Source: an optimization exercise on an open RTL-to-GDS flow (aim: small area). Production flows keep margins and buffers that such runs may drop.
No run shown here included a check of the RTL's function; only the layout flow was run.

`flow/run.sh`:
```
#!/bin/bash
# synth_recipe.tcl (not shown) runs the flow's synth.tcl, then flattens the netlist and writes it again
# the make line also repeats each setting of config.mk as NAME=value (left out here)
make -C /OpenROAD-flow-scripts/flow DESIGN_CONFIG=/design/flow/config.mk WORK_HOME=/design/flow/orfs CLKGATE_MAP_FILE= SYNTH_SCRIPT=/design/flow/synth_recipe.tcl finish
```
`flow/config.mk`:
```
export PLATFORM = sky130hd
export DESIGN_NAME = sqrt
export DESIGN_NICKNAME = sqrt
export VERILOG_FILES = /design/flow/design.v
export SDC_FILE = /design/flow/constraint.sdc
export NUM_CORES = 4
export LEC_CHECK = 0
export CAP_MARGIN = 20
export CORE_MARGIN = 2
export CORE_UTILIZATION = 40
export SLEW_MARGIN = 20
```
`flow/constraint.sdc`:
```
create_clock -name core_clock -period 5.0 [get_ports {clk}]
set_input_delay 1.0000 -clock core_clock [delete_from_list [all_inputs] [get_ports {clk}]]
set_output_delay 1.0000 -clock core_clock [all_outputs]
set_load 0.01 [all_outputs]
```
`flow/design.v`:
```
`timescale 1ps / 1ps
module sqrt
#(
    parameter integer D_W = 32
)
(
    input  wire                clk,
    input  wire                rst,
    input  wire                enable,
    input  wire                in_valid,
    input  wire [D_W-1:0]      qin,
    output wire                out_valid,
    output wire [(D_W>>1)-1:0] qout
);
reg [4:0] v;
always @(posedge clk) begin
    if (rst) v <= 5'd0;
    else if (enable) v <= {v[3:0], in_valid};
end
assign out_valid = v[4];
wire [1:0] rp0 = qin[31:30];
wire [1:0] m0 = 2'b01;
wire [2:0] t0;
assign t0 = {1'b0, rp0} - {1'b0, m0};
wire ge0 = ~t0[2];
wire [1:0] d0 = t0[1:0];
wire [1:0] rn0 = ge0 ? d0[1:0] : rp0[1:0];
wire [0:0] qn0 = ge0;
wire [29:0] xn0 = qin[29:0];
wire [3:0] rp1 = {rn0, xn0[29:28]};
wire [3:0] m1 = {1'd0, qn0, 2'b01};
wire [4:0] t1;
assign t1 = {1'b0, rp1} - {1'b0, m1};
wire ge1 = ~t1[4];
wire [3:0] d1 = t1[3:0];
wire [2:0] rn1 = ge1 ? d1[2:0] : rp1[2:0];
wire [1:0] qn1 = {qn0, ge1};
wire [27:0] xn1 = xn0[27:0];
wire [4:0] rp2 = {rn1, xn1[27:26]};
wire [4:0] m2 = {1'd0, qn1, 2'b01};
wire [5:0] t2;
assign t2 = {1'b0, rp2} - {1'b0, m2};
wire ge2 = ~t2[5];
wire [4:0] d2 = t2[4:0];
wire [3:0] rn2 = ge2 ? d2[3:0] : rp2[3:0];
wire [2:0] qn2 = {qn1, ge2};
wire [25:0] xn2 = xn1[25:0];
wire [5:0] rp3 = {rn2, xn2[25:24]};
wire [5:0] m3 = {1'd0, qn2, 2'b01};
wire [6:0] t3;
assign t3 = {1'b0, rp3} - {1'b0, m3};
wire ge3 = ~t3[6];
wire [5:0] d3 = t3[5:0];
wire [4:0] rn3 = ge3 ? d3[4:0] : rp3[4:0];
wire [3:0] qn3 = {qn2, ge3};
wire [23:0] xn3 = xn2[23:0];
reg [3:0] q_s0;
reg [4:0] r_s0;
reg [23:0] x_s0;
always @(posedge clk) begin
    if (enable) begin
        q_s0 <= qn3;
        r_s0 <= rn3;
        x_s0 <= xn3;
    end
end
wire [6:0] rp4 = {r_s0, x_s0[23:22]};
wire [6:0] m4 = {1'd0, q_s0, 2'b01};
wire [7:0] t4;
assign t4 = {1'b0, rp4} - {1'b0, m4};
wire ge4 = ~t4[7];
wire [6:0] d4 = t4[6:0];
wire [5:0] rn4 = ge4 ? d4[5:0] : rp4[5:0];
wire [4:0] qn4 = {q_s0, ge4};
wire [21:0] xn4 = x_s0[21:0];
wire [7:0] rp5 = {rn4, xn4[21:20]};
wire [7:0] m5 = {1'd0, qn4, 2'b01};
wire [8:0] t5;
assign t5 = {1'b0, rp5} - {1'b0, m5};
wire ge5 = ~t5[8];
wire [7:0] d5 = t5[7:0];
wire [6:0] rn5 = ge5 ? d5[6:0] : rp5[6:0];
wire [5:0] qn5 = {qn4, ge5};
wire [19:0] xn5 = xn4[19:0];
wire [8:0] rp6 = {rn5, xn5[19:18]};
wire [8:0] m6 = {1'd0, qn5, 2'b01};
wire [9:0] t6;
assign t6 = {1'b0, rp6} - {1'b0, m6};
wire ge6 = ~t6[9];
wire [8:0] d6 = t6[8:0];
wire [7:0] rn6 = ge6 ? d6[7:0] : rp6[7:0];
wire [6:0] qn6 = {qn5, ge6};
wire [17:0] xn6 = xn5[17:0];
reg [6:0] q_s1;
reg [7:0] r_s1;
reg [17:0] x_s1;
always @(posedge clk) begin
    if (enable) begin
        q_s1 <= qn6;
        r_s1 <= rn6;
        x_s1 <= xn6;
    end
end
wire [9:0] rp7 = {r_s1, x_s1[17:16]};
wire [9:0] m7 = {1'd0, q_s1, 2'b01};
wire [10:0] t7;
assign t7 = {1'b0, rp7} - {1'b0, m7};
wire ge7 = ~t7[10];
wire [9:0] d7 = t7[9:0];
wire [8:0] rn7 = ge7 ? d7[8:0] : rp7[8:0];
wire [7:0] qn7 = {q_s1, ge7};
wire [15:0] xn7 = x_s1[15:0];
wire [10:0] rp8 = {rn7, xn7[15:14]};
wire [10:0] m8 = {1'd0, qn7, 2'b01};
wire [11:0] t8;
assign t8 = {1'b0, rp8} - {1'b0, m8};
wire ge8 = ~t8[11];
wire [10:0] d8 = t8[10:0];
wire [9:0] rn8 = ge8 ? d8[9:0] : rp8[9:0];
wire [8:0] qn8 = {qn7, ge8};
wire [13:0] xn8 = xn7[13:0];
wire [11:0] rp9 = {rn8, xn8[13:12]};
wire [11:0] m9 = {1'd0, qn8, 2'b01};
wire [12:0] t9;
assign t9 = {1'b0, rp9} - {1'b0, m9};
wire ge9 = ~t9[12];
wire [11:0] d9 = t9[11:0];
wire [10:0] rn9 = ge9 ? d9[10:0] : rp9[10:0];
wire [9:0] qn9 = {qn8, ge9};
wire [11:0] xn9 = xn8[11:0];
reg [9:0] q_s2;
reg [10:0] r_s2;
reg [11:0] x_s2;
always @(posedge clk) begin
    if (enable) begin
        q_s2 <= qn9;
        r_s2 <= rn9;
        x_s2 <= xn9;
    end
end
wire [12:0] rp10 = {r_s2, x_s2[11:10]};
wire [12:0] m10 = {1'd0, q_s2, 2'b01};
wire [13:0] t10;
assign t10 = {1'b0, rp10} - {1'b0, m10};
wire ge10 = ~t10[13];
wire [12:0] d10 = t10[12:0];
wire [11:0] rn10 = ge10 ? d10[11:0] : rp10[11:0];
wire [10:0] qn10 = {q_s2, ge10};
wire [9:0] xn10 = x_s2[9:0];
wire [13:0] rp11 = {rn10, xn10[9:8]};
wire [13:0] m11 = {1'd0, qn10, 2'b01};
wire [14:0] t11;
assign t11 = {1'b0, rp11} - {1'b0, m11};
wire ge11 = ~t11[14];
wire [13:0] d11 = t11[13:0];
wire [12:0] rn11 = ge11 ? d11[12:0] : rp11[12:0];
wire [11:0] qn11 = {qn10, ge11};
wire [7:0] xn11 = xn10[7:0];
reg [11:0] q_s3;
reg [12:0] r_s3;
reg [7:0] x_s3;
always @(posedge clk) begin
    if (enable) begin
        q_s3 <= qn11;
        r_s3 <= rn11;
        x_s3 <= xn11;
    end
end
wire [14:0] rp12 = {r_s3, x_s3[7:6]};
wire [14:0] m12 = {1'd0, q_s3, 2'b01};
wire [15:0] t12;
assign t12 = {1'b0, rp12} - {1'b0, m12};
wire ge12 = ~t12[15];
wire [14:0] d12 = t12[14:0];
wire [13:0] rn12 = ge12 ? d12[13:0] : rp12[13:0];
wire [12:0] qn12 = {q_s3, ge12};
wire [5:0] xn12 = x_s3[5:0];
wire [15:0] rp13 = {rn12, xn12[5:4]};
wire [15:0] m13 = {1'd0, qn12, 2'b01};
wire [16:0] t13;
assign t13 = {1'b0, rp13} - {1'b0, m13};
wire ge13 = ~t13[16];
wire [15:0] d13 = t13[15:0];
wire [14:0] rn13 = ge13 ? d13[14:0] : rp13[14:0];
wire [13:0] qn13 = {qn12, ge13};
wire [3:0] xn13 = xn12[3:0];
reg [13:0] q_s4;
reg [14:0] r_s4;
reg [3:0] x_s4;
always @(posedge clk) begin
    if (enable) begin
        q_s4 <= qn13;
        r_s4 <= rn13;
        x_s4 <= xn13;
    end
end
wire [16:0] rp14 = {r_s4, x_s4[3:2]};
wire [16:0] m14 = {1'd0, q_s4, 2'b01};
wire [17:0] t14;
assign t14 = {1'b0, rp14} - {1'b0, m14};
wire ge14 = ~t14[17];
wire [16:0] d14 = t14[16:0];
wire [15:0] rn14 = ge14 ? d14[15:0] : rp14[15:0];
wire [14:0] qn14 = {q_s4, ge14};
wire [1:0] xn14 = x_s4[1:0];
wire [17:0] rp15 = {rn14, xn14[1:0]};
wire [17:0] m15 = {1'd0, qn14, 2'b01};
wire [18:0] t15;
assign t15 = {1'b0, rp15} - {1'b0, m15};
wire ge15 = ~t15[18];
wire [17:0] d15 = t15[17:0];
wire [15:0] qn15 = {qn14, ge15};
assign qout = qn15;
endmodule
```
==> results_dict.tcl, run 1 <==
set metrics [dict create \
    status "complete, but fails checks" \
    violations "setup timing" \
    row_count 64 \
    overflow 0 \
    setup_ws_ns -0.285 \
    grt_pass1_wl_um 44100 \
    crit_start "q_s4[0]" \
    arrival_ns 4.28 \
    initial_utilization 0.404 \
    tns_ns -0.285 \
    synth_cell_types 86 \
    antenna_found_initial 0 \
    grtUsageMet3 0.0224 \
    clkTransAtPathRegs_ns 0.07 \
    maxCapViolations 0 \
    grt_usage 0.174 \
    synth_seq_cells 170 \
    synth_area_per_cell_um2 10.1 \
    top_level_ports 53 \
    busiest_layer "met2" \
    critPathLaunchType "flop" \
    fillers 2795 \
    clkLatencyLatePin_ns 0.44 \
    synth_top_cell_by_area "edfxtp_1" \
    ys_seq_area_frac 0.411 \
    gr-usage-met1 0.214 \
    fin_crit_ns 5.28 \
    finalHoldViolCount 0 \
    path_class "reg2out" \
    cp-end-kind "output pin" \
    first_global_vias 9172 \
    syn_inst 1217 \
    drc 0 \
    async_flop_share 0 \
    rsz0062_at_grt "true" \
    final_max_slew_viol_count 0 \
    grt_start_max_net_pins 92 \
    cts_htree_levels 4 \
    clock_sinks 170 \
    drive_gt1_frac 0.219 \
    path_max_fanout 6 \
    dr.pass1.iters 5 \
    wl_per_cell_um 14.9 \
    root_buffer "clkbuf_16" \
    wirelength_um 27300 \
    die_area_um2 32200 \
    use_met2 0.311 \
    ys_top_cells_by_count "165 x edfxtp_1, 132 x ha_1, 112 x a21oi_1" \
    hp-class "reg2reg" \
    yosys-top-cells-area "edfxtp_1 40%, ha_1 13%, a21oi_1 4.6%, xnor2_1 4.2%, inv_1 3.3%" \
    dr_total_vias 9466 \
    required_ns 4.00 \
    hp-start "x_s0[2]" \
    hpwlAfterDp_um 21700 \
    coreArea_um2 30400 \
    diodes 0 \
    die_h_um 179 \
    drtIter0Drc 450 \
    port_buffers 52 \
    synth-edff-count 165 \
    fp.dieW_um 179 \
    place_congestion 0.870 \
    routed_via_density 5.16 \
    fin_skew_ns 0.0127 \
    reg2reg_from "r_s0[0]" \
    pre_cts_ws_ns -0.543 \
    yosysWarnings 1 \
    numCtsBuffers 17 \
    postCtsHoldBufs 0 \
    syn_area_um2 12300 \
    post-route-period-util 1.06 \
    ant_nets 0 \
    cts_tree "yes" \
    cts_buffer_depth 2 \
    area_delta_synth_final_pct 25.0 \
    yosys_most_used_dff "edfxtp_1" \
    synthMostInstantiatedCell "edfxtp_1" \
    nNetsFinal 1596 \
    synth_top_cell_area_share 0.403 \
    worst_pin_slew_ns 0.844 \
    syn-num-nets 1385 \
    max_freq_ghz 0.189 \
    setup_viol_count_final 1 \
    relSlewSlack 0.437 \
]
-- logic make-up (layout without fill, tap and decap cells) --
kind of cell	after synthesis	count (layout)	share of synthesized area
AO/OA/AOI/OAI	330	330	0.180
XOR/XNOR	95	95	0.0676
adder cells (fa/ha/maj)	132	132	0.134
buffers and inverters	134	357	0.0427
flip-flops	170	170	0.411
multiplexers	40	40	0.0381
AND/OR/NAND/NOR	316	316	0.126
-- repair_timing --
action / CTS / global route
pin swaps: 11 / 12
gates resized for setup: 22 / 36
setup buffers: 7 / 9
endpoints found under the setup margin: 12 / 36
-- area by class of cell --
cell class              count  area, um2  share of cell area
clock buffers              17        425              0.0277
clock inverters            14        133             0.00863
inverters                 113        433              0.0282
multi-input cells         913       7070               0.460
flip-flops and latches    170       5050               0.329
well taps                 396        495              0.0322
repair buffers            213       1760               0.115
-- through the flow --
| stage | hold WS [ns] | area (um2) | util | cells |
|---|---|---|---|---|
| after floorplan | 0.400 | 12500 | - | 1217 |
| after global placement | 0.401 | 14500 | 0.475 | 1789 |
| after detailed placement | 0.405 | 14500 | 0.475 | 1789 |
| after CTS | 0.417 | 15100 | 0.498 | 1827 |
| after global routing | 0.425 | 15400 | 0.505 | 1836 |
| final | 0.417 | 15400 | 0.505 | 1836 |
-- worst max-delay path: stages (launching register included) --
cell,delay [ns]
edfxtp_1,0.41
inv_2,0.10
ha_4,0.21
o21a_1,0.12
o21a_1,0.22
o2111ai_2,0.21
a21o_1,0.16
nand3_1,0.06
a31o_2,0.26
a41oi_4,0.17
a21oi_4,0.12
buf_6,0.16
nor2_4,0.07
a21oi_2,0.04
ha_1,0.28
a21o_1,0.16
a21o_1,0.17
a21oi_1,0.14
nor2b_1,0.06
o21ai_1,0.12
nand2b_1,0.08
a221oi_2,0.21
o211ai_1,0.14
buf_2,0.16
-- cells in the final DEF, fill, tap and decap left out, drive strengths merged, types with 6 or more instances in the layout --
cell type,instances
edfxtp,165
buf,163
ha,132
inv,119
a21oi,113
nor2,95
nand2,79
o21ai,67
xnor2,59
clkdlybuf4s50,50
a21o,40
xor2,36
nor3,31
mux2,28
nand3,23
clkbuf,17
o21a,17
nand2b,15
o211ai,15
nor2b,13
mux2i,12
a31oi,9
or3,9
o31ai,9
and3,8
and2,7
nand4,7
a211oi,7
or2,7
clkinv,6
-- state kept, by name (all words and copies together), names as in the netlist --
| signal | count |
|---|---|
| r_s4 | 15 |
| q_s2 | 10 |
| q_s4 | 14 |
| x_s4 | 4 |
| v | 5 |
| x_s1 | 18 |
| q_s1 | 7 |
| r_s3 | 13 |
| r_s1 | 8 |
| r_s2 | 11 |
| q_s3 | 12 |
| x_s3 | 8 |
| r_s0 | 5 |
| x_s0 | 24 |
| x_s2 | 12 |
| q_s0 | 4 |
-- metal layers --
| layer | vias up | part of all wire | wire length, um |
|---|---|---|---|
| met3 | 37 | 0.023 | 616 |
| met2 | 128 | 0.50 | 13800 |
| met4 | 0 | 0.022 | 604 |
| met1 | 4415 | 0.45 | 12300 |
| met5 | - | 0 | 0 |
| li1 | 4886 | - | - |
-- path summary, 6_finish.rpt --
check,slack [ns],end,cells after the start
worst min register to register,0.42,x_s1[2],0
worst max-delay path,-0.28,qout[0],23
worst min-delay path,0.42,x_s1[2],0
worst max register to register,0.21,r_s1[3],21
==> run 2, diff against run 1 <==
--- a/flow/config.mk
+++ b/flow/config.mk
@@ -5,6 +5,7 @@
 export SDC_FILE = /design/flow/constraint.sdc
 export NUM_CORES = 4
 export LEC_CHECK = 0
+export ABC_CLOCK_PERIOD_IN_PS = 4000
 export CAP_MARGIN = 20
 export CORE_MARGIN = 2
 export CORE_UTILIZATION = 40
==> results_dict.tcl, run 2 <==
set metrics [dict create \
    fin_cells 1836 \
    post_dp_cell_area_um2 14500 \
    grt_pass1_wl_um 44100 \
    ys_top_cells_by_count "165 x edfxtp_1, 132 x ha_1, 112 x a21oi_1" \
    antenna_found_initial 0 \
    critical_path_buf_inv_count 3 \
    synth_top_cell_area_share 0.403 \
    largest_reg_flops 24 \
    path_max_fanout 6 \
    ys_seq_area_frac 0.411 \
    syn_area_um2 12300 \
    synthMostInstantiatedCell "edfxtp_1" \
    path_delay_family "compound AO/OA/AOI/OAI gates" \
    violations "setup timing" \
    yosys-top-cells-area "edfxtp_1 40%, ha_1 13%, a21oi_1 4.6%, xnor2_1 4.2%, inv_1 3.3%" \
    rsz0062_at_grt "true" \
    hp-class "reg2reg" \
    setup_ws_ns -0.285 \
    grt_start_max_net_pins 92 \
    worst_pin_slew_ns 0.844 \
    fillers 2795 \
    synth_seq_cells 170 \
    grt_usage 0.174 \
    path_class "reg2out" \
    cts_tree "yes" \
    syn_inst 1217 \
    dr_total_vias 9466 \
    ant_nets 0 \
    clock_sinks 170 \
    drive_gt1_frac 0.219 \
    required_ns 4.00 \
    maxCapViolations 0 \
    clkLatencyLatePin_ns 0.44 \
    relSlewSlack 0.437 \
    cpMaxStageDelayCell "edfxtp_1" \
    synth-edff-count 165 \
    routed_via_density 5.16 \
    finalHoldViolCount 0 \
    first_global_vias 9172 \
    wirelength_um 27300 \
    max_freq_ghz 0.189 \
    port_buffers 52 \
    yosysWarnings 1 \
    dp.cells 1789 \
    synth_cell_types 86 \
    clkTransAtPathRegs_ns 0.07 \
    area_delta_synth_final_pct 25.0 \
    synth_area_per_cell_um2 10.1 \
    top_regs "x_s0 x24, x_s1 x18, r_s4 x15" \
    row_count 64 \
    largest_register "x_s0" \
    drc 0 \
    die_h_um 179 \
    wl_per_cell_um 14.9 \
    status "complete, but fails checks" \
    dr.pass1.iters 5 \
    synth_top_cell_by_area "edfxtp_1" \
    diodes 0 \
    fin_skew_ns 0.0127 \
    arrival_ns 4.28 \
    syn-num-nets 1385 \
    top_level_ports 53 \
    root_buffer "clkbuf_16" \
    cts_htree_levels 4 \
    die_area_um2 32200 \
    final_cell_mix "165 x edfxtp_1, 156 x buf_4, 123 x ha_1" \
    regArea_um2 5050 \
    crit_top_cell "a21o_1" \
    numCtsBuffers 17 \
    post-route-period-util 1.06 \
    layout_commonest_cell "edfxtp_1" \
    overflow 0 \
    cts_buffer_depth 2 \
    fp.dieW_um 179 \
    hpwlAfterDp_um 21700 \
    coreArea_um2 30400 \
    place_congestion 0.870 \
    design_area_um2 15400 \
    setup_viol_count_final 1 \
    yosys_most_used_dff "edfxtp_1" \
    initial_utilization 0.404 \
    drtIter0Drc 450 \
    critPathLaunchType "flop" \
    fin_crit_ns 5.28 \
    nNetsFinal 1596 \
    crit_chain "inv_2 > ha_4 > o21a_1 > o21a_1 > o2111ai_2 > a21o_1 > nand3_1 > a31o_2 > a41oi_4 > a21oi_4 > buf_6 > nor2_4 > a21oi_2 > ha_1 > a21o_1 > a21o_1 > a21oi_1 > nor2b_1 > o21ai_1 > nand2b_1 > a221oi_2 > o211ai_1 > buf_2" \
    async_flop_share 0 \
    multi_input_area_um2 7070 \
    cp-end-kind "output pin" \
    final_max_slew_viol_count 0 \
    cpPeakStageDelay_ns 0.41 \
    postCtsHoldBufs 0 \
]
[run 2: kinds of logic after synthesis]
logic type | count (synthesis) | synth area share
muxes | 40 | 0.0381
DFF | 170 | 0.411
AOI/OAI and AO/OA | 330 | 0.180
adders and majority gates | 132 | 0.134
and+or+nand+nor | 316 | 0.126
xor gates and xnor gates | 95 | 0.0676
buffers and inverters | 134 | 0.0427
[run 2: per-layer routing]
layer / routed length (um) / part of all wire / global-route usage / vias up
li1: - / - / - / 4886
met1: 12300 / 0.45 / 0.214 / 4415
met2: 13800 / 0.50 / 0.311 / 128
met3: 616 / 0.023 / 0.0224 / 37
met4: 604 / 0.022 / 0.0645 / 0
met5: 0 / 0 / 0 / -
[run 2: worst paths after layout]
check,from,to,slack (ns),cells past startpoint
max,q_s4[0],qout[0],-0.28,23
min,x_s0[2],x_s1[2],0.42,0
max reg2reg,r_s0[0],r_s1[3],0.21,21
min reg2reg,x_s0[2],x_s1[2],0.42,0
[run 2: repair_timing]
| item | 4_1_cts | 5_1_grt |
|---|---|---|
| pin swaps | 11 | 12 |
| setup endpoints to repair | 12 | 36 |
| resized for setup | 22 | 36 |
| endpoints found under the hold margin | 0 | 0 |
| buffers inserted | 7 | 9 |
| gates cloned | 0 | 0 |
[run 2: layout make-up]
type,instances,area share
Multi-Input combinational cell,913,0.460
Sequential cell,170,0.329
Timing Repair Buffer,213,0.115
Tap cell,396,0.0322
Inverter,113,0.0282
Clock buffer,17,0.0277
Clock inverter,14,0.00863
[run 2: per-stage QoR]
step | utilization | setup TNS (ns) | hold WS (ns) | worst slack (ns)
5_1_grt | 0.505 | -0.846 | 0.425 | -0.655
3_5_place_dp | 0.475 | -1.40 | 0.405 | -0.543
2_1_floorplan | - | 0 | 0.400 | 0.00302
3_3_place_gp | 0.475 | -1.18 | 0.401 | -0.374
6_report | 0.505 | -0.285 | 0.417 | -0.285
4_1_cts | 0.498 | -0.408 | 0.417 | -0.408
==> run 3, diff against run 2 <==
--- a/flow/design.v
+++ b/flow/design.v
@@ -12,12 +12,12 @@
     output wire                out_valid,
     output wire [(D_W>>1)-1:0] qout
 );
-reg [4:0] v;
-always @(posedge clk) begin
-    if (rst) v <= 5'd0;
-    else if (enable) v <= {v[3:0], in_valid};
-end
-assign out_valid = v[4];
+reg [5:0] v;
+always @(posedge clk) begin
+    if (rst) v <= 6'd0;
+    else if (enable) v <= {v[4:0], in_valid};
+end
+assign out_valid = v[5];
 wire [1:0] rp0 = qin[31:30];
 wire [1:0] m0 = 2'b01;
 wire [2:0] t0;
@@ -203,12 +203,22 @@
 wire [15:0] rn14 = ge14 ? d14[15:0] : rp14[15:0];
 wire [14:0] qn14 = {q_s4, ge14};
 wire [1:0] xn14 = x_s4[1:0];
-wire [17:0] rp15 = {rn14, xn14[1:0]};
-wire [17:0] m15 = {1'd0, qn14, 2'b01};
+reg [14:0] q_s5;
+reg [15:0] r_s5;
+reg [1:0] x_s5;
+always @(posedge clk) begin
+    if (enable) begin
+        q_s5 <= qn14;
+        r_s5 <= rn14;
+        x_s5 <= xn14;
+    end
+end
+wire [17:0] rp15 = {r_s5, x_s5[1:0]};
+wire [17:0] m15 = {1'd0, q_s5, 2'b01};
 wire [18:0] t15;
 assign t15 = {1'b0, rp15} - {1'b0, m15};
 wire ge15 = ~t15[18];
 wire [17:0] d15 = t15[17:0];
-wire [15:0] qn15 = {qn14, ge15};
+wire [15:0] qn15 = {q_s5, ge15};
 assign qout = qn15;
 endmodule
--- a/flow/config.mk
+++ b/flow/config.mk
@@ -5,7 +5,6 @@
 export SDC_FILE = /design/flow/constraint.sdc
 export NUM_CORES = 4
 export LEC_CHECK = 0
-export ABC_CLOCK_PERIOD_IN_PS = 4000
 export CAP_MARGIN = 20
 export CORE_MARGIN = 2
 export CORE_UTILIZATION = 40
==> results_dict.tcl, run 3 <==
set metrics [dict create \
    status "complete, but fails checks" \
    violations "setup timing" \
    maxCapViolations 0 \
    drc 0 \
    fin_skew_ns 0.0271 \
    dp.cells 1906 \
    cts_htree_levels 1 \
    nNetsFinal 1675 \
    clkLatencyLatePin_ns 0.53 \
    top_level_ports 53 \
    max_freq_ghz 0.174 \
    area_delta_synth_final_pct 25.1 \
    row_count 66 \
    initial_utilization 0.407 \
    syn_area_um2 13300 \
    syn_inst 1277 \
    final_max_slew_viol_count 0 \
    async_flop_share 0 \
    dr.pass1.iters 5 \
    rsz0062_at_grt "true" \
    fin_cells 1967 \
    relSlewSlack 0.330 \
    grt_start_max_net_pins 124 \
    arrival_ns 6.02 \
    ys_seq_area_frac 0.457 \
    syn-num-nets 1445 \
    post-route-period-util 1.15 \
    yosysWarnings 1 \
    grt_pass1_wl_um 45100 \
    final_cell_mix "198 x edfxtp_1, 167 x buf_4, 128 x ha_1" \
    place_congestion 0.875 \
    clock_sinks 204 \
    largest_register "x_s0" \
    layout_commonest_cell "edfxtp_1" \
    wirelength_um 27800 \
    yosys-top-cells-area "edfxtp_1 45%, ha_1 12%, xnor2_1 4.4%, a21oi_1 4.2%, inv_1 3.6%" \
    yosys_most_used_dff "edfxtp_1" \
    critPathLaunchType "flop" \
    hp-start "x_s0[3]" \
    antenna_found_initial 0 \
    hpwlAfterDp_um 21800 \
    finalHoldViolCount 0 \
    synth_cell_types 82 \
    synth_top_cell_area_share 0.448 \
    die_h_um 186 \
    ant_nets 0 \
    overflow 0 \
    drtIter0Drc 379 \
    crit_start "r_s1[0]" \
    largest_reg_flops 24 \
    coreArea_um2 32600 \
    root_buffer "clkbuf_16" \
    cts_tree "yes" \
    cp-end-kind "flop" \
    setup_viol_count_final 12 \
    routed_via_density 5.06 \
    synth-edff-count 198 \
    ys_top_cells_by_count "198 x edfxtp_1, 132 x ha_1, 129 x inv_1" \
    grt_usage 0.160 \
    wl_per_cell_um 14.1 \
    cts_buffer_depth 3 \
    cpMaxStageDelayCell "edfxtp_1" \
    crit_top_cell "ha_4" \
    hp-class "reg2reg" \
    synth_seq_cells 204 \
    top_regs "x_s0 x24, x_s1 x18, r_s5 x16" \
    reg2reg_from "r_s1[0]" \
    path_max_fanout 7 \
    port_buffers 52 \
    path_class "reg2reg" \
    diodes 0 \
    drive_gt1_frac 0.191 \
    setup_ws_ns -0.760 \
    clkTransAtPathRegs_ns 0.06 \
    numCtsBuffers 24 \
    cpPeakStageDelay_ns 0.43 \
    required_ns 5.26 \
    dr_total_vias 9957 \
    worst_pin_slew_ns 1.01 \
    fin_crit_ns 5.76 \
    synth_top_cell_by_area "edfxtp_1" \
    first_global_vias 9628 \
    synth_area_per_cell_um2 10.4 \
    synthMostInstantiatedCell "edfxtp_1" \
    fp.dieW_um 186 \
    postCtsHoldBufs 0 \
    die_area_um2 34700 \
]
## run 3: changes by cell type in the layout (fill, tap and decap cells not counted), sizes merged, moves of 9 or more
cell / previous run / this run
inv: 119 / 135
a21o: 40 / 29
nor2: 95 / 115
edfxtp: 165 / 198
o211ai: 15 / 4
clkbuf: 17 / 26
## run 3: path summary, 6_finish.rpt
kind | endpoint | slack [ns] | depth (start not counted)
setup / recovery | r_s2[4] | -0.76 | 25
hold / removal | x_s1[3] | 0.41 | 0
setup reg to reg | r_s2[4] | -0.76 | 25
hold reg to reg | x_s1[3] | 0.41 | 0
## run 3: what timing repair did
action,4_1_cts,5_1_grt
pin swaps,21,10
setup endpoints to repair,14,21
buffers inserted,11,6
gates resized for setup,17,17
## run 3: final cells by class
type                            instances  area, um2
Clock buffer                           25        604
Clock inverter                         19        223
Fill cell                            2937      16000
Inverter                              136        515
Multi-Input combinational cell        918       6820
Sequential cell                       204       6070
Tap cell                              442        553
Timing Repair Buffer                  223       1830
## run 3: critical path: cells and delay by family, from the launching register on
kind,cells,cell delay [ns]
AO/OA/AOI/OAI,11,2.10
AND/OR/NAND/NOR,7,1.29
adder cells (fa/ha/maj),3,0.76
multiplexers,2,0.66
flip-flops,1,0.43
XOR/XNOR,1,0.20
buffers and inverters,1,0.07
## run 3: per-layer routing
metal / wire (um) / track usage
met1: 12300 / 0.196
met2: 13700 / 0.290
met3: 805 / 0.0204
met4: 1030 / 0.0570
met5: 0 / 0
## run 3: kinds of logic after synthesis
kind of cell,share of synthesized area
adders and majority gates,0.124
DFF,0.457
AOI/OAI and AO/OA,0.165
and+or+nand+nor,0.113
buffers and inverters,0.0446
muxes,0.0328
xor gates and xnor gates,0.0633
## run 3: metrics by stage
step | area [um2] | setup slack (ns) | hold WS, ns | utilization | TNS (ns)
after floorplan | 13300 | -0.842 | 0.400 | - | -8.63
final | 16600 | -0.760 | 0.412 | 0.509 | -8.55
after CTS | 16500 | -0.873 | 0.416 | 0.505 | -9.79
after global placement | 15500 | -0.759 | 0.401 | 0.475 | -8.49
after global routing | 16600 | -1.05 | 0.421 | 0.509 | -11.93
after detailed placement | 15500 | -0.918 | 0.405 | 0.475 | -10.27
==> run 4, diff against run 3 <==
--- a/flow/config.mk
+++ b/flow/config.mk
@@ -5,6 +5,7 @@
 export SDC_FILE = /design/flow/constraint.sdc
 export NUM_CORES = 4
 export LEC_CHECK = 0
+export ABC_CLOCK_PERIOD_IN_PS = 4000
 export CAP_MARGIN = 20
 export CORE_MARGIN = 2
 export CORE_UTILIZATION = 40
==> results_dict.tcl, run 4 <==
set metrics [dict create \
    row_count 66 \
    async_flop_share 0 \
    fin_skew_ns 0.0271 \
    arrival_ns 6.02 \
    area_delta_synth_final_pct 25.1 \
    place_congestion 0.875 \
    drive_gt1_frac 0.191 \
    synthMostInstantiatedCell "edfxtp_1" \
    ys_top_cells_by_count "198 x edfxtp_1, 132 x ha_1, 129 x inv_1" \
    min_to "x_s1[3]" \
    cp-end-kind "flop" \
    cts_htree_levels 1 \
    violations "setup timing" \
    top_regs "x_s0 x24, x_s1 x18, r_s5 x16" \
    critPathLaunchType "flop" \
    ant_nets 0 \
    synth_top_cell_area_share 0.448 \
    synth_cell_types 82 \
    min_path_cells 0 \
    synth-edff-count 198 \
    first_global_vias 9628 \
    hp-class "reg2reg" \
    routed_via_density 5.06 \
    nNetsFinal 1675 \
    yosys-top-cells-area "edfxtp_1 45%, ha_1 12%, xnor2_1 4.4%, a21oi_1 4.2%, inv_1 3.6%" \
    syn_area_um2 13300 \
    reg2regPathDepth 25 \
    port_buffers 52 \
    r2r_end "r_s2[4]" \
    fin_hold_ws_ns 0.412 \
    status "complete, but fails checks" \
    fillers 2937 \
    reg2reg_from "r_s1[0]" \
    fp.dieW_um 186 \
    grt_usage 0.160 \
    utilization 0.509 \
    yosysWarnings 1 \
    layout_commonest_cell "edfxtp_1" \
    crit_start "r_s1[0]" \
    hp-start "x_s0[3]" \
    final_cell_mix "198 x edfxtp_1, 167 x buf_4, 128 x ha_1" \
    hpwlAfterDp_um 21800 \
    worst_pin_slew_ns 1.01 \
    drtIter0Drc 379 \
    syn-num-nets 1445 \
    required_ns 5.26 \
    grt_start_max_net_pins 124 \
    wirelength_um 27800 \
    post-route-period-util 1.15 \
    overflow 0 \
    synth_top_cell_by_area "edfxtp_1" \
    cts_buffer_depth 3 \
    top_level_ports 53 \
    die_h_um 186 \
    dr_total_vias 9957 \
    coreArea_um2 32600 \
    path_max_fanout 7 \
    largest_reg_flops 24 \
    path_class "reg2reg" \
    grt_pass1_wl_um 45100 \
    final_max_slew_viol_count 0 \
    reg2reg_slack_ns -0.76 \
    setup_ws_ns -0.760 \
    clkLatencyLatePin_ns 0.53 \
    root_buffer "clkbuf_16" \
    max_freq_ghz 0.174 \
    wl_per_cell_um 14.1 \
    finalHoldViolCount 0 \
    setup_viol_count_final 12 \
    fin_crit_ns 5.76 \
    clock_sinks 204 \
    maxCapViolations 0 \
    numCtsBuffers 24 \
    ys_seq_area_frac 0.457 \
    antenna_found_initial 0 \
    synth_area_per_cell_um2 10.4 \
    syn_inst 1277 \
    diodes 0 \
    dr.pass1.iters 5 \
    initial_utilization 0.407 \
    largest_register "x_s0" \
    die_area_um2 34700 \
    clkTransAtPathRegs_ns 0.06 \
    relSlewSlack 0.330 \
    rsz0062_at_grt "true" \
    yosys_most_used_dff "edfxtp_1" \
    drc 0 \
    cts_tree "yes" \
    synth_seq_cells 204 \
]
## run 4: cell counts in the layout (fill, tap and decap cells not counted)
Identical to the previous run, type by type.
## run 4: worst max-delay path, stage by stage, from the launching register on
cell and delay [ns]:
edfxtp_1 0.43, ha_4 0.26, nor2b_4 0.13, o31a_1 0.26
o31a_1 0.30, or2_4 0.28, mux2_4 0.33, ha_4 0.25
and2_4 0.14, a311o_1 0.30, nor2b_1 0.12, a311o_1 0.18
o311ai_4 0.12, or2_4 0.30, inv_4 0.07, nor2_2 0.05
xnor2_2 0.20, ha_4 0.25, o21a_1 0.17, o21ai_2 0.16
a21oi_2 0.05, o21a_1 0.18, a41oi_2 0.24, a311oi_4 0.14
nor2_4 0.27, mux2_4 0.33
## run 4: layout make-up
class | count | area, um2 | share of cell area
Clock buffer | 25 | 604 | 0.0364
Clock inverter | 19 | 223 | 0.0134
Tap cell | 442 | 553 | 0.0333
Timing Repair Buffer | 223 | 1830 | 0.110
Sequential cell | 204 | 6070 | 0.365
Multi-Input combinational cell | 918 | 6820 | 0.410
Inverter | 136 | 515 | 0.0310
## run 4: repair_timing
action | in CTS | in global routing
buffers inserted | 11 | 6
setup endpoints to repair | 14 | 21
hold buffers | 0 | 0
gates resized for setup | 17 | 17
pin swaps | 21 | 10
gates cloned | 0 | 0
## run 4: how the worst max path moves through the flow
stage / end / slack (ns) / cells past startpoint
detailed placement: r_s2[4] / -0.92 / 26
CTS: r_s2[4] / -0.87 / 24
finish: r_s2[4] / -0.76 / 25
global route: r_s2[4] / -1.05 / 26
global placement: r_s2[6] / -0.76 / 26
floorplan: r_s2[3] / -0.84 / 27
## run 4: cell families (layout without fill, tap and decap cells)
kind of cell    count (synthesis)  in the layout  synth area share
simple gates                  319            319             0.113
fa+ha+maj                     132            132             0.124
buf+inv                       155            403            0.0446
xor+xnor                       96             96            0.0633
flops                         204            204             0.457
mux                            38             38            0.0328
compound gates                333            333             0.165
## run 4: metrics by stage
stage                     cells  cell area (um2)  worst slack [ns]  TNS, ns
after floorplan            1277            13300            -0.842    -8.63
after global placement     1906            15500            -0.759    -8.49
after detailed placement   1906            15500            -0.918   -10.27
after CTS                  1961            16500            -0.873    -9.79
after global routing       1967            16600             -1.05   -11.93
final                      1967            16600            -0.760    -8.55
## run 4: metal layers
| metal | global-route usage | vias to the layer above | part of all wire |
|---|---|---|---|
| met4 | 0.0570 | 0 | 0.037 |
| met3 | 0.0204 | 50 | 0.029 |
| met1 | 0.196 | 4644 | 0.44 |
| met2 | 0.290 | 134 | 0.49 |
| met5 | 0 | - | 0 |
| li1 | - | 5129 | - |
==> run 5, diff against run 4 <==
--- a/flow/design.v
+++ b/flow/design.v
@@ -12,12 +12,12 @@
     output wire                out_valid,
     output wire [(D_W>>1)-1:0] qout
 );
-reg [5:0] v;
-always @(posedge clk) begin
-    if (rst) v <= 6'd0;
-    else if (enable) v <= {v[4:0], in_valid};
-end
-assign out_valid = v[5];
+reg [4:0] v;
+always @(posedge clk) begin
+    if (rst) v <= 5'd0;
+    else if (enable) v <= {v[3:0], in_valid};
+end
+assign out_valid = v[4];
 wire [1:0] rp0 = qin[31:30];
 wire [1:0] m0 = 2'b01;
 wire [2:0] t0;
@@ -156,69 +156,59 @@
 wire [12:0] rn11 = ge11 ? d11[12:0] : rp11[12:0];
 wire [11:0] qn11 = {qn10, ge11};
 wire [7:0] xn11 = xn10[7:0];
-reg [11:0] q_s3;
-reg [12:0] r_s3;
-reg [7:0] x_s3;
-always @(posedge clk) begin
-    if (enable) begin
-        q_s3 <= qn11;
-        r_s3 <= rn11;
-        x_s3 <= xn11;
-    end
-end
-wire [14:0] rp12 = {r_s3, x_s3[7:6]};
-wire [14:0] m12 = {1'd0, q_s3, 2'b01};
+wire [14:0] rp12 = {rn11, xn11[7:6]};
+wire [14:0] m12 = {1'd0, qn11, 2'b01};
 wire [15:0] t12;
 assign t12 = {1'b0, rp12} - {1'b0, m12};
 wire ge12 = ~t12[15];
 wire [14:0] d12 = t12[14:0];
 wire [13:0] rn12 = ge12 ? d12[13:0] : rp12[13:0];
-wire [12:0] qn12 = {q_s3, ge12};
-wire [5:0] xn12 = x_s3[5:0];
-wire [15:0] rp13 = {rn12, xn12[5:4]};
-wire [15:0] m13 = {1'd0, qn12, 2'b01};
+wire [12:0] qn12 = {qn11, ge12};
+wire [5:0] xn12 = xn11[5:0];
+reg [12:0] q_s3;
+reg [13:0] r_s3;
+reg [5:0] x_s3;
+always @(posedge clk) begin
+    if (enable) begin
+        q_s3 <= qn12;
+        r_s3 <= rn12;
+        x_s3 <= xn12;
+    end
+end
+wire [15:0] rp13 = {r_s3, x_s3[5:4]};
+wire [15:0] m13 = {1'd0, q_s3, 2'b01};
 wire [16:0] t13;
 assign t13 = {1'b0, rp13} - {1'b0, m13};
 wire ge13 = ~t13[16];
 wire [15:0] d13 = t13[15:0];
 wire [14:0] rn13 = ge13 ? d13[14:0] : rp13[14:0];
-wire [13:0] qn13 = {qn12, ge13};
-wire [3:0] xn13 = xn12[3:0];
-reg [13:0] q_s4;
-reg [14:0] r_s4;
-reg [3:0] x_s4;
-always @(posedge clk) begin
-    if (enable) begin
-        q_s4 <= qn13;
-        r_s4 <= rn13;
-        x_s4 <= xn13;
-    end
-end
-wire [16:0] rp14 = {r_s4, x_s4[3:2]};
-wire [16:0] m14 = {1'd0, q_s4, 2'b01};
+wire [13:0] qn13 = {q_s3, ge13};
+wire [3:0] xn13 = x_s3[3:0];
+wire [16:0] rp14 = {rn13, xn13[3:2]};
+wire [16:0] m14 = {1'd0, qn13, 2'b01};
 wire [17:0] t14;
 assign t14 = {1'b0, rp14} - {1'b0, m14};
 wire ge14 = ~t14[17];
 wire [16:0] d14 = t14[16:0];
 wire [15:0] rn14 = ge14 ? d14[15:0] : rp14[15:0];
-wire [14:0] qn14 = {q_s4, ge14};
-wire [1:0] xn14 = x_s4[1:0];
-reg [14:0] q_s5;
-reg [15:0] r_s5;
-reg [1:0] x_s5;
-always @(posedge clk) begin
-    if (enable) begin
-        q_s5 <= qn14;
-        r_s5 <= rn14;
-        x_s5 <= xn14;
-    end
-end
-wire [17:0] rp15 = {r_s5, x_s5[1:0]};
-wire [17:0] m15 = {1'd0, q_s5, 2'b01};
+wire [14:0] qn14 = {qn13, ge14};
+wire [1:0] xn14 = xn13[1:0];
+reg [14:0] q_s4;
+reg [15:0] r_s4;
+reg [1:0] x_s4;
+always @(posedge clk) begin
+    if (enable) begin
+        q_s4 <= qn14;
+        r_s4 <= rn14;
+        x_s4 <= xn14;
+    end
+end
+wire [17:0] rp15 = {r_s4, x_s4[1:0]};
+wire [17:0] m15 = {1'd0, q_s4, 2'b01};
 wire [18:0] t15;
 assign t15 = {1'b0, rp15} - {1'b0, m15};
 wire ge15 = ~t15[18];
 wire [17:0] d15 = t15[17:0];
-wire [15:0] qn15 = {q_s5, ge15};
+wire [15:0] qn15 = {q_s4, ge15};
 assign qout = qn15;
 endmodule
--- a/flow/config.mk
+++ b/flow/config.mk
@@ -5,7 +5,6 @@
 export SDC_FILE = /design/flow/constraint.sdc
 export NUM_CORES = 4
 export LEC_CHECK = 0
-export ABC_CLOCK_PERIOD_IN_PS = 4000
 export CAP_MARGIN = 20
 export CORE_MARGIN = 2
 export CORE_UTILIZATION = 40
==> results_dict.tcl, run 5 <==
set metrics [dict create \
    status "complete, but fails checks" \
    violations "setup timing" \
    ant_nets 0 \
    setup_viol_count_final 24 \
    syn-num-nets 1401 \
    post-route-period-util 1.17 \
    reg2reg_from "q_s2[6]" \
    synth_seq_cells 170 \
    synth_cell_types 78 \
    largest_register "x_s0" \
    fin_hold_ws_ns 0.414 \
    arrival_ns 6.04 \
    fp.dieW_um 179 \
    row_count 64 \
    syn_inst 1233 \
    wl_per_cell_um 15.5 \
    antenna_found_initial 0 \
    hp-start "x_s0[9]" \
    worst_pin_slew_ns 0.824 \
    crit_top_cell "ha_4" \
    numCtsBuffers 17 \
    final_cell_mix "360 x buf_4, 165 x edfxtp_1, 106 x ha_1" \
    layout_commonest_cell "buf_4" \
    ys_seq_area_frac 0.412 \
    wirelength_um 31900 \
    synth_top_cell_by_area "edfxtp_1" \
    place_congestion 0.898 \
    async_flop_share 0 \
    synthMostInstantiatedCell "edfxtp_1" \
    min_path_cells 0 \
    initial_utilization 0.404 \
    synth_area_per_cell_um2 9.96 \
    ys_top_cells_by_count "165 x edfxtp_1, 132 x ha_1, 114 x inv_1" \
    yosys_most_used_dff "edfxtp_1" \
    finalHoldViolCount 0 \
    max_freq_ghz 0.171 \
    fin_crit_ns 5.83 \
    yosysWarnings 1 \
    die_h_um 179 \
    grt_pass1_wl_um 50600 \
    reg2regPathDepth 28 \
    hp-class "reg2reg" \
    cts_htree_levels 4 \
    hpwlAfterDp_um 23900 \
    clock_sinks 170 \
    die_area_um2 32100 \
    coreArea_um2 30400 \
    path_class "reg2reg" \
    postCtsHoldBufs 0 \
    syn_area_um2 12300 \
    cts_buffer_depth 2 \
    dr_total_vias 10779 \
    cpMaxStageDelayCell "a221o_1" \
    cts_tree "yes" \
    relSlewSlack 0.451 \
    fin_skew_ns 0.0129 \
    cp-end-kind "flop" \
    largest_reg_flops 24 \
    setup_ws_ns -0.834 \
    drc 0 \
    diodes 0 \
    required_ns 5.20 \
    clkTransAtPathRegs_ns 0.08 \
    first_global_vias 10638 \
    tns_ns -12.42 \
    dr.pass1.iters 5 \
    final_max_slew_viol_count 0 \
    nNetsFinal 1826 \
    clkLatencyLatePin_ns 0.45 \
    rsz0062_at_grt "true" \
    synth_top_cell_area_share 0.403 \
    crit_start "q_s2[6]" \
    synth-edff-count 165 \
    grt_start_max_net_pins 89 \
    yosys-top-cells-area "edfxtp_1 40%, ha_1 13%, xnor2_1 4.1%, a21oi_1 4.0%, inv_1 3.5%" \
    routed_via_density 5.21 \
    grt_usage 0.199 \
    top_level_ports 53 \
    overflow 0 \
    top_regs "x_s0 x24, x_s1 x18, r_s4 x16" \
    drtIter0Drc 584 \
    area_delta_synth_final_pct 43.6 \
    drive_gt1_frac 0.359 \
    cpPeakStageDelay_ns 0.41 \
    port_buffers 52 \
    root_buffer "clkbuf_16" \
    maxCapViolations 0 \
    path_max_fanout 7 \
    critPathLaunchType "flop" \
]
-- run 5: cell count changes in the layout (fill, tap and decap cells not counted), sizes merged, moves of 10 or more --
cell	previous run	this run
buf	171	376
edfxtp	198	165
nor2	115	99
a21oi	113	98
inv	135	125
o21a	21	31
xnor2	67	57
-- run 5: worst max-delay path, delay by kind of cell (launching register included) --
kind | cells | cell delay, ns
fa+ha+maj | 3 | 0.64
buf+inv | 4 | 0.56
flops | 1 | 0.40
simple gates | 6 | 0.94
compound gates | 14 | 2.76
mux | 1 | 0.29
-- run 5: cells by family (layout without fill, tap and decap cells) --
kind of cell,count (synthesis),count (layout),share of synthesized area
AO/OA/AOI/OAI,336,336,0.182
adder cells (fa/ha/maj),132,132,0.134
multiplexers,37,37,0.0324
flip-flops,170,170,0.412
buffers and inverters,139,577,0.0444
XOR/XNOR,92,92,0.0656
AND/OR/NAND/NOR,327,327,0.130
-- run 5: what timing repair did --
action | CTS | global route
gates resized for setup | 73 | 105
endpoints found under the setup margin | 39 | 53
setup buffers | 54 | 22
pin swaps | 49 | 73
cloned | 0 | 1
-- run 5: final timing paths --
check / end / slack, ns
max: r_s3[3] / -0.83
min: x_s1[9] / 0.41
max reg2reg: r_s3[3] / -0.83
min reg2reg: x_s1[9] / 0.41
-- run 5: per-stage QoR --
| stage | setup WS, ns | std cells | util | area, um2 |
|---|---|---|---|---|
| floorplan | -0.963 | 1233 | - | 12500 |
| global placement | -0.814 | 1961 | 0.514 | 15600 |
| detailed placement | -0.884 | 1961 | 0.514 | 15600 |
| CTS | -0.794 | 2046 | 0.558 | 17000 |
| global route | -1.09 | 2067 | 0.579 | 17600 |
| finish | -0.834 | 2067 | 0.579 | 17600 |
-- run 5: layout make-up --
cell class                 instances  area [um2]
clock buffer                      17         425
clock inverter                    15         194
fill                            2564       12800
inverter                         118         460
multi-input combinational        924        7600
sequential                       170        5050
tap                              396         495
timing repair buffer             427        3400
-- run 5: routing by layer --
| layer | vias to the layer above | wire [um] | track usage |
|---|---|---|---|
| met5 | - | 0 | 0 |
| met4 | 0 | 1010 | 0.0820 |
| met3 | 67 | 729 | 0.0254 |
| met2 | 180 | 16100 | 0.350 |
| met1 | 5144 | 14100 | 0.247 |
| li1 | 5388 | - | - |
==> run 6, diff against run 5 <==
--- a/flow/design.v
+++ b/flow/design.v
@@ -91,34 +91,34 @@
 wire [7:0] rn6 = ge6 ? d6[7:0] : rp6[7:0];
 wire [6:0] qn6 = {qn5, ge6};
 wire [17:0] xn6 = xn5[17:0];
-reg [6:0] q_s1;
-reg [7:0] r_s1;
-reg [17:0] x_s1;
-always @(posedge clk) begin
-    if (enable) begin
-        q_s1 <= qn6;
-        r_s1 <= rn6;
-        x_s1 <= xn6;
-    end
-end
-wire [9:0] rp7 = {r_s1, x_s1[17:16]};
-wire [9:0] m7 = {1'd0, q_s1, 2'b01};
+wire [9:0] rp7 = {rn6, xn6[17:16]};
+wire [9:0] m7 = {1'd0, qn6, 2'b01};
 wire [10:0] t7;
 assign t7 = {1'b0, rp7} - {1'b0, m7};
 wire ge7 = ~t7[10];
 wire [9:0] d7 = t7[9:0];
 wire [8:0] rn7 = ge7 ? d7[8:0] : rp7[8:0];
-wire [7:0] qn7 = {q_s1, ge7};
-wire [15:0] xn7 = x_s1[15:0];
-wire [10:0] rp8 = {rn7, xn7[15:14]};
-wire [10:0] m8 = {1'd0, qn7, 2'b01};
+wire [7:0] qn7 = {qn6, ge7};
+wire [15:0] xn7 = xn6[15:0];
+reg [7:0] q_s1;
+reg [8:0] r_s1;
+reg [15:0] x_s1;
+always @(posedge clk) begin
+    if (enable) begin
+        q_s1 <= qn7;
+        r_s1 <= rn7;
+        x_s1 <= xn7;
+    end
+end
+wire [10:0] rp8 = {r_s1, x_s1[15:14]};
+wire [10:0] m8 = {1'd0, q_s1, 2'b01};
 wire [11:0] t8;
 assign t8 = {1'b0, rp8} - {1'b0, m8};
 wire ge8 = ~t8[11];
 wire [10:0] d8 = t8[10:0];
 wire [9:0] rn8 = ge8 ? d8[9:0] : rp8[9:0];
-wire [8:0] qn8 = {qn7, ge8};
-wire [13:0] xn8 = xn7[13:0];
+wire [8:0] qn8 = {q_s1, ge8};
+wire [13:0] xn8 = x_s1[13:0];
 wire [11:0] rp9 = {rn8, xn8[13:12]};
 wire [11:0] m9 = {1'd0, qn8, 2'b01};
 wire [12:0] t9;
@@ -128,34 +128,34 @@
 wire [10:0] rn9 = ge9 ? d9[10:0] : rp9[10:0];
 wire [9:0] qn9 = {qn8, ge9};
 wire [11:0] xn9 = xn8[11:0];
-reg [9:0] q_s2;
-reg [10:0] r_s2;
-reg [11:0] x_s2;
-always @(posedge clk) begin
-    if (enable) begin
-        q_s2 <= qn9;
-        r_s2 <= rn9;
-        x_s2 <= xn9;
-    end
-end
-wire [12:0] rp10 = {r_s2, x_s2[11:10]};
-wire [12:0] m10 = {1'd0, q_s2, 2'b01};
+wire [12:0] rp10 = {rn9, xn9[11:10]};
+wire [12:0] m10 = {1'd0, qn9, 2'b01};
 wire [13:0] t10;
 assign t10 = {1'b0, rp10} - {1'b0, m10};
 wire ge10 = ~t10[13];
 wire [12:0] d10 = t10[12:0];
 wire [11:0] rn10 = ge10 ? d10[11:0] : rp10[11:0];
-wire [10:0] qn10 = {q_s2, ge10};
-wire [9:0] xn10 = x_s2[9:0];
-wire [13:0] rp11 = {rn10, xn10[9:8]};
-wire [13:0] m11 = {1'd0, qn10, 2'b01};
+wire [10:0] qn10 = {qn9, ge10};
+wire [9:0] xn10 = xn9[9:0];
+reg [10:0] q_s2;
+reg [11:0] r_s2;
+reg [9:0] x_s2;
+always @(posedge clk) begin
+    if (enable) begin
+        q_s2 <= qn10;
+        r_s2 <= rn10;
+        x_s2 <= xn10;
+    end
+end
+wire [13:0] rp11 = {r_s2, x_s2[9:8]};
+wire [13:0] m11 = {1'd0, q_s2, 2'b01};
 wire [14:0] t11;
 assign t11 = {1'b0, rp11} - {1'b0, m11};
 wire ge11 = ~t11[14];
 wire [13:0] d11 = t11[13:0];
 wire [12:0] rn11 = ge11 ? d11[12:0] : rp11[12:0];
-wire [11:0] qn11 = {qn10, ge11};
-wire [7:0] xn11 = xn10[7:0];
+wire [11:0] qn11 = {q_s2, ge11};
+wire [7:0] xn11 = x_s2[7:0];
 wire [14:0] rp12 = {rn11, xn11[7:6]};
 wire [14:0] m12 = {1'd0, qn11, 2'b01};
 wire [15:0] t12;
==> results_dict.tcl, run 6 <==
set metrics [dict create \
    status "complete, but fails checks" \
    violations "setup timing" \
    fin_hold_ws_ns 0.415 \
    maxCapViolations 0 \
    synth_top_family_by_area "compound AO/OA/AOI/OAI gates" \
    coreArea_um2 30300 \
    yosysWarnings 1 \
    yosys_most_used_dff "edfxtp_1" \
    cts_tree "yes" \
    required_ns 5.20 \
    clock_sinks 170 \
    diodes 0 \
    cpPeakStageDelay_ns 0.41 \
    critPathLaunchType "flop" \
    path_delay_family "compound AO/OA/AOI/OAI gates" \
    cpMaxStageDelayCell "edfxtp_1" \
    largest_reg_flops 24 \
    path_class "reg2reg" \
    ys_top_cells_by_count "165 x edfxtp_1, 132 x ha_1, 122 x inv_1" \
    place_congestion 0.856 \
    cp-end-kind "flop" \
    layout_commonest_cell "buf_4" \
    post-route-period-util 1.19 \
    postCtsHoldBufs 0 \
    critical_path_buf_inv_count 6 \
    yosys-top-cells-area "edfxtp_1 40%, ha_1 13%, xnor2_1 4.5%, a21oi_1 4.0%, inv_1 3.7%" \
    final_cell_mix "266 x buf_4, 165 x edfxtp_1, 113 x inv_1" \
    dr.pass1.iters 5 \
    clkLatencyLatePin_ns 0.45 \
    initial_utilization 0.403 \
    setup_ws_ns -0.967 \
    clkTransAtPathRegs_ns 0.07 \
    pre_cts_ws_ns -1.12 \
    ys_seq_area_frac 0.413 \
    yosys.area_share.adder 0.135 \
    row_count 64 \
    port_buffers 52 \
    yosys-mux-area-fraction 0.0345 \
    synth_xor_area_frac 0.0679 \
    arrival_ns 6.16 \
    max_freq_ghz 0.168 \
    drtIter0Drc 509 \
    synth_seq_cells 170 \
    drc 0 \
    synth-simple-area-share 0.124 \
    synth_compound_area_frac 0.182 \
    die_area_um2 32000 \
    routed_via_density 5.18 \
    drive_gt1_frac 0.323 \
    synthMostInstantiatedCell "edfxtp_1" \
    syn_inst 1228 \
    root_buffer "clkbuf_16" \
    grtUsageMet3 0.0271 \
    cts_htree_levels 4 \
    antenna_found_initial 0 \
    grt_start_max_net_pins 87 \
    hpwlAfterDp_um 23100 \
    worst_pin_slew_ns 0.837 \
    synth_top_cell_area_share 0.405 \
    overflow 0 \
    die_h_um 179 \
    gr-usage-met1 0.245 \
    async_flop_share 0 \
    largest_register "x_s0" \
    nNetsFinal 1739 \
    synth-edff-count 165 \
    wirelength_um 31000 \
    grt_usage 0.198 \
    hp-class "reg2reg" \
    synth_cell_types 85 \
    top_regs "x_s0 x24, r_s4 x16, x_s1 x16" \
    finalHoldViolCount 0 \
    top_level_ports 53 \
    area_delta_synth_final_pct 39.3 \
    numCtsBuffers 17 \
    syn-num-nets 1396 \
    ant_nets 0 \
    setup_viol_count_final 23 \
    rsz0062_at_grt "true" \
    fp.dieW_um 179 \
    path_max_fanout 7 \
    first_global_vias 10375 \
    syn_area_um2 12200 \
    busiest_layer "met2" \
    relSlewSlack 0.428 \
    use_met2 0.357 \
    fin_crit_ns 5.97 \
    synth_area_per_cell_um2 9.97 \
    cts_buffer_depth 2 \
    wl_per_cell_um 15.7 \
    synth_top_cell_by_area "edfxtp_1" \
    final_max_slew_viol_count 0 \
    dr_total_vias 10265 \
    grt_pass1_wl_um 49900 \
    fin_skew_ns 0.0115 \
]
-- run 6: per-stage QoR --
| step | instance area [um2] | util | setup TNS [ns] | cells |
|---|---|---|---|---|
| floorplan | 12500 | - | -12.14 | 1228 |
| global placement | 15200 | 0.500 | -17.93 | 1892 |
| detailed placement | 15200 | 0.500 | -20.21 | 1892 |
| CTS | 16600 | 0.546 | -14.32 | 1959 |
| global route | 17100 | 0.562 | -23.64 | 1980 |
| finish | 17100 | 0.562 | -17.07 | 1980 |
-- run 6: area by class of cell --
| type | instances | area, um2 |
|---|---|---|
| clock buffers | 18 | 429 |
| repair buffers | 341 | 2850 |
| flip-flops and latches | 170 | 5050 |
| inverters | 125 | 488 |
| multi-input cells | 916 | 7590 |
| well taps | 396 | 495 |
| clock inverters | 14 | 141 |
| fillers | 2580 | 13300 |
-- run 6: layer usage --
metal	wire length (um)	share of wire
met3	833	0.027
met1	13900	0.45
met5	0	0
met4	529	0.017
met2	15700	0.51
-- run 6: what timing repair did --
| item | in CTS | in global routing |
|---|---|---|
| pin swaps | 50 | 46 |
| endpoints found under the hold margin | 0 | 0 |
| cloned | 1 | 0 |
| endpoints found under the setup margin | 31 | 40 |
| gates resized for setup | 114 | 65 |
| buffers inserted | 35 | 23 |
-- run 6: cell families after synthesis --
logic type	after synthesis
compound gates	328
xor+xnor	95
fa+ha+maj	132
buf+inv	142
flops	170
mux	37
simple gates	324
-- run 6: path summary, 6_finish.rpt --
path | from | to | slack [ns] | cells past startpoint
hold reg to reg | x_s0[4] | x_s1[4] | 0.42 | 0
setup reg to reg | q_s0[2] | r_s1[7] | -0.97 | 32
setup / recovery | q_s0[2] | r_s1[7] | -0.97 | 32
hold / removal | x_s0[4] | x_s1[4] | 0.42 | 0

what the ideal ports hide:
No port has a modelled driver above. Below, the same layouts with a new extraction and two added sets of constraints. Step 1 assumes that a clkbuf_16 drives the clock port and a buf_2 every other input. Step 2, shift: input delay + t, output delay - t, t = (earliest + latest rising clock arrival at the registers) / 2. This alone moves slack from input paths to output paths. Three values: ideal, step 1, step 2; two values: the first two.
| run | t (ns) | setup slack, ns | hold WS [ns] | clock arrival spread, ns | cell pins on the clock port's net |
|---|---|---|---|---|---|
| run 1 | 0.487 | -0.285 / -0.336 / 0.151 | 0.417 / 0.417 / 0.417 | 0.012 / 0.013 | 1 |
| run 2 | 0.487 | -0.285 / -0.336 / 0.151 | 0.417 / 0.417 / 0.417 | 0.012 / 0.013 | 1 |
| run 3 | 0.565 | -0.760 / -0.760 / -0.760 | 0.412 / 0.412 / 0.412 | 0.029 / 0.028 | 1 |
| run 4 | 0.565 | -0.760 / -0.760 / -0.760 | 0.412 / 0.412 / 0.412 | 0.029 / 0.028 | 1 |
| run 5 | 0.492 | -0.834 / -0.834 / -0.834 | 0.414 / 0.414 / 0.414 | 0.014 / 0.014 | 1 |
| run 6 | 0.488 | -0.967 / -0.967 / -0.967 | 0.415 / 0.415 / 0.415 | 0.014 / 0.014 | 1 |
